Background: an optimization exercise with open tools, aiming at small area, a short achievable clock period and few clock cycles per item. Do not read the settings as production practice.
Where RTL was checked, it was by simulation tests only, not by an equivalence proof against the original.
No activity file was given, so power comes from the tool's default toggle rates.

// norm5_unit
module norm5_unit #(
    parameter DIMENSIONS    = 5,
    parameter DATA_WIDTH    = 32,
    parameter CORDIC_WIDTH  = 38,
    parameter CORDIC_STAGES = 16,
    parameter ANGLE_WIDTH   = 16
)(
    input                              clk,
    input                              nreset,
    input                              start,
    input  [DIMENSIONS*DATA_WIDTH-1:0] w_in,
    output [DIMENSIONS*DATA_WIDTH-1:0] w_out,
    output                             done
);
Size in the first run: about 2800 cells after synthesis, roughly 240 flip-flops, about 320 I/O pins.
Settings: LEC_CHECK=0, CAP_MARGIN=20, CORE_MARGIN=2, CORE_UTILIZATION=40, SETUP_SLACK_MARGIN=5, SLEW_MARGIN=20; clock period 10.0 ns.
run.sh (not shown) runs the stock make flow with config.mk's settings and CLKGATE_MAP_FILE= SYNTH_SCRIPT=/design/flow/synth_recipe.tcl, a recipe that flattens the netlist after the stock synthesis.
Next try:
- CORE_UTILIZATION: 40 -> 60
- PLACE_DENSITY: not set -> 0.75
=> Cell count fell by about 7%. Via count rose by about 3%. Final area fell by 1.5%. Clock-buffer cell count fell by 1. Global-route usage rose by 12 points. Maximum frequency fell by 1.3%. Worst setup slack loses 61 ps. Wire length fell by about 5.4%. Non-clock buffer count rose by 2.
No run of this note included a check of the RTL's function; only the layout flow was run.


Another version of the RTL of norm5_unit (not shown whole).
Size: about 2700 cells after synthesis, about 280 flip-flops, roughly 0.024 mm^2 of cells after synthesis.
Settings: LEC_CHECK=0, CAP_MARGIN=20, CORE_MARGIN=2, CORE_UTILIZATION=40, CTS_BUF_LIST=sky130_fd_sc_hd__clkbuf_4, SETUP_SLACK_MARGIN=5, SLEW_MARGIN=20; clock period 10.0 ns.
standard.sh (not shown) runs the stock make flow with config.mk's settings and CLKGATE_MAP_FILE= SYNTH_SCRIPT=/design/flow/synth_recipe.tcl, a recipe that flattens the netlist after the stock synthesis.
==> flow/flow/run.sh <==
#!/bin/bash
# The standard layout (standard.sh), with the port buffers made of the smallest
# buffer cell (sky130_fd_sc_hd__buf_1) and the timing repair aimed 5.75 ns below the period.
set -euo pipefail
sed -e 's|"\${@:-finish}"|BUFFER_PORTS_ARGS="-buffer_cell sky130_fd_sc_hd__buf_1" "${@:-finish}"|' \
    -e 's|SETUP_SLACK_MARGIN=[0-9.]*|SETUP_SLACK_MARGIN=5.75|' standard.sh > standard_mod.sh
grep -q BUFFER_PORTS_ARGS standard_mod.sh
bash standard_mod.sh > standard.log 2>&1
Testbench counts at the start, summed over its fixed seeds: cycles 27,840, items 192.
Change:
==> flow/flow/run.sh (replaced) <==
#!/bin/bash
# The standard layout (standard.sh), with the port buffers made of the smallest
# buffer cell (sky130_fd_sc_hd__buf_1) and the timing repair aimed 6.0 ns below the period.
set -euo pipefail
sed -e 's|"\${@:-finish}"|BUFFER_PORTS_ARGS="-buffer_cell sky130_fd_sc_hd__buf_1" "${@:-finish}"|' \
    -e 's|SETUP_SLACK_MARGIN=[0-9.]*|SETUP_SLACK_MARGIN=6.0|' standard.sh > standard_mod.sh
grep -q BUFFER_PORTS_ARGS standard_mod.sh
bash standard_mod.sh > standard.log 2>&1
Settings changed: CTS_BUF_LIST sky130_fd_sc_hd__clkbuf_4 to not set.
Outcome: The changed run completed without violations. Sequential power stays flat. Synthesized cell count is unchanged. Die area stays the same.
Change:
==> flow/flow/run.sh (replaced) <==
#!/bin/bash
# The standard layout (standard.sh), with the port buffers made of the smallest
# buffer cell (sky130_fd_sc_hd__buf_1) and the timing repair aimed 5.75 ns below the period.
set -euo pipefail
sed -e 's|"\${@:-finish}"|BUFFER_PORTS_ARGS="-buffer_cell sky130_fd_sc_hd__buf_1" "${@:-finish}"|' \
    -e 's|SETUP_SLACK_MARGIN=[0-9.]*|SETUP_SLACK_MARGIN=5.75|' standard.sh > standard_mod.sh
grep -q BUFFER_PORTS_ARGS standard_mod.sh
bash standard_mod.sh > standard.log 2>&1
Settings changed: PLACE_DENSITY set to 0.75.
Effect: The new run completed with no timing, DRC or antenna violations; final cell count went down by 2.1%; die area does not change; first-iteration DRC count rose by 16%.
Change:
Settings changed: PLACE_DENSITY 0.75 to not set.
The changed run finished clean.
Power is higher by 6.0%.
Cell area is higher by 0.79%.
Cell count barely changes.
Setup slack is better by 0.044 ns.
Change:
Settings changed: PLACE_DENSITY set to 0.9.
After rerunning: The changed run finished clean. Cell area came out lower by about 1.7%. Count of clock-buffer cells in the layout falls by 2. Clock power decreases by about 8%. Non-clock buffer count goes down by 20. Via count went up by 5.1%. Synthesized area is unchanged.


norm5_unit, a different RTL version from the one above (not shown whole).
For scale: roughly 2800 cells after synthesis, roughly 320 I/O pins, roughly 25000 um^2 of cells after synthesis.
clock: 10.0 ns
lec_check: 0
cap_margin: 20
core_margin: 2
core_utilization: 40
setup_slack_margin: 5
slew_margin: 20
==> flow/flow/run.sh <==
#!/bin/bash
# The standard layout (standard.sh), with the port buffers made of the smallest
# buffer cell (sky130_fd_sc_hd__buf_1) instead of the one buffer_ports picks by default.
set -euo pipefail
sed 's|"\${@:-finish}"|BUFFER_PORTS_ARGS="-buffer_cell sky130_fd_sc_hd__buf_1" "${@:-finish}"|' standard.sh > standard_buf.sh
grep -q BUFFER_PORTS_ARGS standard_buf.sh
bash standard_buf.sh > standard.log 2>&1
The first run finished with timing, DRC and antenna clean.
Rerun with:
==> flow/flow/run.sh (replaced) <==
#!/bin/bash
# The standard layout (standard.sh), with the port buffers made of the smallest
# buffer cell (sky130_fd_sc_hd__buf_1) and the timing repair aimed 5.5 ns below the period.
set -euo pipefail
sed -e 's|"\${@:-finish}"|BUFFER_PORTS_ARGS="-buffer_cell sky130_fd_sc_hd__buf_1" "${@:-finish}"|' \
    -e 's|SETUP_SLACK_MARGIN=[0-9.]*|SETUP_SLACK_MARGIN=5.5|' standard.sh > standard_mod.sh
grep -q BUFFER_PORTS_ARGS standard_mod.sh
bash standard_mod.sh > standard.log 2>&1
Non-clock buffer count goes up by 54.
Maximum frequency goes up by 7.1%.
Clock skew falls by 0.022 ns.
Count of clock-buffer cells in the layout goes down by 3.
Cell area goes up by 2.7%.
Utilization came out higher by 1.2 points.
Routed wire length grows by 2.8%.
Setup slack improved by 0.32 ns.
Critical path depth goes up by 1.
Hold slack is worse by 0.0052 ns.
Rerun with:
==> flow/run.sh (new file) <==
#!/bin/bash
# synth_recipe.tcl (not shown) runs the flow's synth.tcl, then flattens the netlist and writes it again
# the make line also repeats each setting of config.mk as NAME=value (left out here)
make -C /OpenROAD-flow-scripts/flow DESIGN_CONFIG=/design/flow/config.mk WORK_HOME=/design/flow/orfs CLKGATE_MAP_FILE= SYNTH_SCRIPT=/design/flow/synth_recipe.tcl finish
removed: flow/flow/run.sh
removed: flow/standard.sh
Outcome: Combinational power came out higher by well over a third. Hold slack gains 0.015 ns. Setup slack loses 0.30 ns. Core utilization came out higher by 2.2 points. Wire length came out lower slightly. Critical path depth came out lower by 1.
Rerun with:
==> flow/flow/run.sh (new file) <==
#!/bin/bash
# The standard layout (standard.sh), with the port buffers made of the smallest
# buffer cell (sky130_fd_sc_hd__buf_1) and the timing repair aimed 6.0 ns below the period.
set -euo pipefail
sed -e 's|"\${@:-finish}"|BUFFER_PORTS_ARGS="-buffer_cell sky130_fd_sc_hd__buf_1" "${@:-finish}"|' \
    -e 's|SETUP_SLACK_MARGIN=[0-9.]*|SETUP_SLACK_MARGIN=6.0|' standard.sh > standard_mod.sh
grep -q BUFFER_PORTS_ARGS standard_mod.sh
bash standard_mod.sh > standard.log 2>&1
==> flow/standard.sh (new file) <==
#!/bin/bash
# synth_recipe.tcl (not shown) runs the flow's synth.tcl, then flattens the netlist and writes it again
# the make line also repeats each setting of config.mk as NAME=value (left out here)
make -C /OpenROAD-flow-scripts/flow DESIGN_CONFIG=/design/flow/config.mk WORK_HOME=/design/flow/orfs CLKGATE_MAP_FILE= SYNTH_SCRIPT=/design/flow/synth_recipe.tcl "${@:-finish}"
removed: flow/run.sh
After rerunning: The new run finished clean; core utilization climbs by 0.55 points; cell area climbs by 1.1%; setup slack gains 0.50 ns; area after synthesis stays the same; via count climbs by 4.6%; cell count climbs by 4.2%; fmax climbs by 12%; power drops by 6.3%.
No run of this note included a check of the RTL's function; only the layout flow was run.


norm5_unit, a different RTL version from the one above (not shown whole).
## norm5_unit
module norm5_unit #(
    parameter DIMENSIONS    = 5,
    parameter DATA_WIDTH    = 32,
    parameter CORDIC_WIDTH  = 38,
    parameter CORDIC_STAGES = 16,
    parameter ANGLE_WIDTH   = 16
)(
    input                              clk,
    input                              nreset,
    input                              start,
    input  [DIMENSIONS*DATA_WIDTH-1:0] w_in,
    output [DIMENSIONS*DATA_WIDTH-1:0] w_out,
    output                             done
);
    localparam W  = 36;      
    localparam OW = 22;      
    localparam CW = W - 6;   
    reg st_idle;    
    reg st_a1;      
    reg st_v;       
    reg st_va;      
    reg st_vb;      
    reg st_r;       
    reg st_ra;      
    reg st_rb;      
    reg st_rc;      
    reg [1:0] p;
    reg [3:0] i;     
    reg [3:0] yl, yh, xl, xh;    
    reg wo3, wo4, wo5;
    reg s0;          
    reg ysg;         
    reg rinx, rcnx, riny, rcny;
    reg done_r;
    reg signed [W-1:0] X, Y;
    reg        f;                
    reg        qf;               
    reg        zf;               
    reg [OW-1:0] T1;             
    reg        n1;               
    reg [OW-1:0] O3, O4, O5;     
    wire [15:0] T2 = O3[15:0];
    wire [15:0] T3 = O4[15:0];
    wire [15:0] T4 = O5[15:0];
    reg [W-1:0]  RA, RB;         
    wire [31:0] w1 = w_in[31:0];
    wire [31:0] w2 = w_in[63:32];
    wire [31:0] w3 = w_in[95:64];
    wire [31:0] w4 = w_in[127:96];
    wire [31:0] w5 = w_in[159:128];
    wire [31:0] wsel = st_idle ? w2 :
                       st_a1   ? w1 :
                       (p == 2'd0) ? w3 : (p == 2'd1) ? w4 : w5;
    wire [W-1:0] ld = {wsel[29:0], 6'b0} ^ {W{wsel[31]}};
    reg [15:0] Tcur;
    always @(*) begin
        case (p)
            2'd0:    Tcur = T4;
            2'd1:    Tcur = T3;
            2'd2:    Tcur = T2;
            default: Tcur = T1[15:0];
        endcase
    end
  ...
Settings: LEC_CHECK=0, CAP_MARGIN=20, CORE_MARGIN=2, CORE_UTILIZATION=40, SETUP_SLACK_MARGIN=5, SLEW_MARGIN=20; clock period 10.0 ns.
==> flow/flow/run.sh <==
#!/bin/bash
# The standard layout (standard.sh), with the port buffers made of the smallest
# buffer cell (sky130_fd_sc_hd__buf_1) and the timing repair aimed 6.25 ns below the period.
set -euo pipefail
sed -e 's|"\${@:-finish}"|BUFFER_PORTS_ARGS="-buffer_cell sky130_fd_sc_hd__buf_1" "${@:-finish}"|' \
    -e 's|SETUP_SLACK_MARGIN=[0-9.]*|SETUP_SLACK_MARGIN=6.25|' standard.sh > standard_mod.sh
grep -q BUFFER_PORTS_ARGS standard_mod.sh
bash standard_mod.sh > standard.log 2>&1
Testbench counts at the start, summed over its fixed seeds: cycles 27,648, items 192.
Edit:
--- a/flow/flow/run.sh
+++ b/flow/flow/run.sh
@@ -3 +3 @@
-# buffer cell (sky130_fd_sc_hd__buf_1) and the timing repair aimed 6.25 ns below the period.
+# buffer cell (sky130_fd_sc_hd__buf_1) and the timing repair aimed 5.75 ns below the period.
@@ -6 +6 @@
-    -e 's|SETUP_SLACK_MARGIN=[0-9.]*|SETUP_SLACK_MARGIN=6.25|' standard.sh > standard_mod.sh
+    -e 's|SETUP_SLACK_MARGIN=[0-9.]*|SETUP_SLACK_MARGIN=5.75|' standard.sh > standard_mod.sh
Via count falls by 2.6%.
Combinational power rises by about 2%.
Synthesized cell count does not change.
Clock power falls by about 5%.
Power falls by about 2.3%.
Final area falls by about 8%.
Setup slack is worse by 0.19 ns.
Worst hold slack is worse by 0.0070 ns.
Global-route usage falls by 0.32 points.
First-iteration DRC count rises by 13%.
Routed wire length falls by about 2.7%.

-- afterwards: timing with drivers on the ports --
How much do the figures lean on ideal ports? The routed layouts below were timed once more, with nothing changed but the port constraints.
Step 1 sets driving cells, clkbuf_16 on the clock port and buf_2 on the other inputs (assumed; they add their load-dependent delay and slew).
Step 2 times the ports against the registers' clock, not the clock port: input delays grow and output delays shrink by t, the midpoint of the rising clock arrivals with the driver on.
a / b / c = no drivers / after step 1 / after step 2; a / b = the first two.
| run | shift t [ns] | setup WS [ns] | latest minus earliest clock arrival (ns) | cell pins on the clock port's net |
|---|---|---|---|---|
| the first run of note 1 | 0.649 | 5.171 / 5.171 / 5.171 | 0.027 / 0.026 | 1 |
| the second run of note 1 | 0.648 | 5.110 / 5.110 / 5.110 | 0.052 / 0.052 | 1 |
| the first run of note 2 | 0.885 | 5.813 / 5.813 / 5.813 | 0.082 / 0.082 | 1 |
| the second run of note 2 | 0.605 | 5.983 / 5.983 / 5.939 | 0.026 / 0.027 | 1 |
| the third run of note 2 | 0.659 | 5.762 / 5.762 / 5.762 | 0.031 / 0.032 | 1 |
| the fourth run of note 2 | 0.663 | 5.807 / 5.807 / 5.807 | 0.029 / 0.029 | 1 |
| the fifth run of note 2 | 0.651 | 5.707 / 5.707 / 5.707 | 0.034 / 0.034 | 1 |
| the first run of note 3 | 0.618 | 5.211 / 5.211 / 5.211 | 0.042 / 0.042 | 1 |
| the second run of note 3 | 0.620 | 5.528 / 5.528 / 5.528 | 0.019 / 0.020 | 1 |
| the third run of note 3 | 0.619 | 5.227 / 5.227 / 5.227 | 0.022 / 0.022 | 1 |
| the fourth run of note 3 | 0.609 | 5.723 / 5.723 / 5.723 | 0.025 / 0.025 | 1 |
| the first run of note 4 | 0.615 | 5.983 / 5.983 / 5.892 | 0.026 / 0.027 | 1 |
| the second run of note 4 | 0.621 | 5.797 / 5.797 / 5.797 | 0.027 / 0.027 | 1 |
After both steps every run listed still meets setup and hold. For the first run of note 4, which loses most, drivers alone change the setup slack by 0.000 ns; drivers and shift together by -0.091 ns.
